This design comes from an exercise in tuning for small area and a short achievable clock period on the open sky130 flow, not from production work.
Function was checked by simulation only, so behaviour that the tests miss may differ from the original.
Power and IR drop assume default switching activity.

Setup of before:
==> flow/design.v (excerpt) <==
module smips_core(
    input clk,
    input reset,
    output [31:0] imem_addr,
    input  [31:0] imem_rdata,
    output [31:0] dmem_addr,
    output [31:0] dmem_wdata,
    output        dmem_we,
    input  [31:0] dmem_rdata
);
    wire [5:0]  op    = imem_rdata[31:26];
    wire [4:0]  rs    = imem_rdata[25:21];
    wire [4:0]  rt    = imem_rdata[20:16];
    wire [4:0]  rd    = imem_rdata[15:11];
    wire [5:0]  funct = imem_rdata[5:0];
    wire [15:0] imm   = imem_rdata[15:0];
    reg  [31:0] A, B;
    reg  [29:0] pc;      
    wire is_r   = op == 6'b000000;
    wire is_lw  = op == 6'b100011;
    wire is_sw  = op == 6'b101011;
    wire is_beq = op == 6'b000100;
    wire sel_add, sel_sub, sel_and, sel_or, sel_addi;
    ctrl_dec u_dec(.op(op), .funct(funct), .s_add(sel_add), .s_sub(sel_sub),
                   .s_and(sel_and), .s_or(sel_or), .s_addi(sel_addi));
    wire [31:0] y_add, y_sub;
    add_bk #(32) u_add(.a(A), .b(B),  .ci(1'b0), .s(y_add));
    add_bk #(32) u_sub(.a(A), .b(~B), .ci(1'b1), .s(y_sub));
    wire [16:0] c_lo;
    add_carry #(16) u_addi(.a(A[15:0]), .b(imm), .c(c_lo));
    wire [15:0] p_lo  = A[15:0] ^ imm;
    wire [15:0] a_hi  = A[31:16];
    wire [15:0] a_inc = a_hi + 16'd1;
    wire [15:0] a_dec = a_hi - 16'd1;
    wire [31:0] x0 = {imm[15] ? a_dec : a_hi, p_lo};
    wire [31:0] x1 = {imm[15] ? a_hi : a_inc, ~p_lo};
    wire [31:0] cy = {{16{c_lo[16]}}, c_lo[15:0]};
    wire [31:0] z0, z1, y;
    genvar k;
    generate
        for (k = 0; k < 32; k = k + 1) begin : ym
            z_bit uz(.s_add(sel_add), .s_sub(sel_sub), .s_and(sel_and), .s_or(sel_or),
                     .s_addi(sel_addi), .sum(y_add[k]), .diff(y_sub[k]), .a(A[k]), .b(B[k]),
                     .x0(x0[k]), .x1(x1[k]), .z0(z0[k]), .z1(z1[k]));
            if (k == 0) begin : b0
                assign y[k] = z0[k];
            end else begin : bk
  ...
export LEC_CHECK = 0
export CAP_MARGIN = 20
export CELL_PAD_IN_SITES_DETAIL_PLACEMENT = 1
export CORE_MARGIN = 2
export CORE_UTILIZATION = 40
export PLACE_DENSITY = 0.5
export SETUP_SLACK_MARGIN = 4.5
export SLEW_MARGIN = 20
export SYNTH_HIERARCHICAL = 1
export SYNTH_MINIMUM_KEEP_SIZE = 0
create_clock -name core_clock -period 11.0 [get_ports {clk}]
standard.sh (not shown) runs the stock make flow with config.mk's settings and CLKGATE_MAP_FILE= SYNTH_SCRIPT=/design/flow/synth_recipe.tcl, a recipe that flattens the netlist after the stock synthesis.
==> flow/flow/run.sh <==
#!/bin/bash
# Standard ORFS layout (the standard.sh) with three changes:
#  - input/output ports buffered with buf_2 instead of the resizer's default pick
#  - clock tree: larger sink clusters, clkbuf_8/16 only, no dummy loads
# Each tool's output stays in orfs/logs; make's own output goes to standard.log.
set -euo pipefail
export BUFFER_PORTS_ARGS="-buffer_cell sky130_fd_sc_hd__buf_2"
export CTS_ARGS="-sink_clustering_enable -repair_clock_nets -dont_use_dummy_load -sink_clustering_size 20 -sink_clustering_max_diameter 80 -buf_list {sky130_fd_sc_hd__clkbuf_8 sky130_fd_sc_hd__clkbuf_16}"
bash standard.sh > standard.log 2>&1
The inputs of after differ from those of before as listed below.
==> flow/flow/run.sh <==
#!/bin/bash
# Standard ORFS layout (the standard.sh) with three changes:
#  - input/output ports buffered with buf_2 instead of the resizer's default pick
#  - clock tree: sink clusters of up to 25 within 100 um, clkbuf_8/16 only, no dummy loads
# Each tool's output stays in orfs/logs; make's own output goes to standard.log.
set -euo pipefail
export BUFFER_PORTS_ARGS="-buffer_cell sky130_fd_sc_hd__buf_2"
export CTS_ARGS="-sink_clustering_enable -repair_clock_nets -dont_use_dummy_load -sink_clustering_size 25 -sink_clustering_max_diameter 100 -buf_list {sky130_fd_sc_hd__clkbuf_8 sky130_fd_sc_hd__clkbuf_16}"
bash standard.sh > standard.log 2>&1
## What came out
| fill cell instance count of the final layout | before vs after | ≈ equal |. Final instance area (lower): after. Between after and before, the global-route wire length before repair does not differ in any meaningful way. Taking before as the reference point, the routed metal-1 wire length of after rises by 0.43%. Initial antenna violation count is lower on before. Between before and after, sequential share of power is higher for after, before comes in under that. ~same global-route usage in before and after. Post-cts resize count was higher in the run labelled after. Detail-routed net length per standard cell delta (after -> before): insignificant. Via count: before vs after, no meaningful difference. Width of the die: before vs after identical.

[static timing again, ports no longer ideal]
The results above use ideal ports. As a check the final layouts listed here were re-extracted and re-timed, cells and wires unchanged.
Step 1, drivers: a clkbuf_16 drives clk and a buf_2 each remaining input, both assumed.
Step 2, shift: input delay + t, output delay - t, t = (earliest + latest rising clock arrival at the registers) / 2. This alone moves slack from input paths to output paths.
a / b / c = ideal ports / drivers / drivers and shift; a / b = the first two.
run | t (ns) | setup WS [ns] | cell pins on the clock port's net
before | 0.730 | 4.517 / 4.494 / 4.216 | 1
after | 0.770 | 4.460 / 4.395 / 4.176 | 1
After both steps every run listed still meets setup and hold. For before, which loses most, drivers alone change the setup slack by -0.023 ns; drivers and shift together by -0.301 ns.
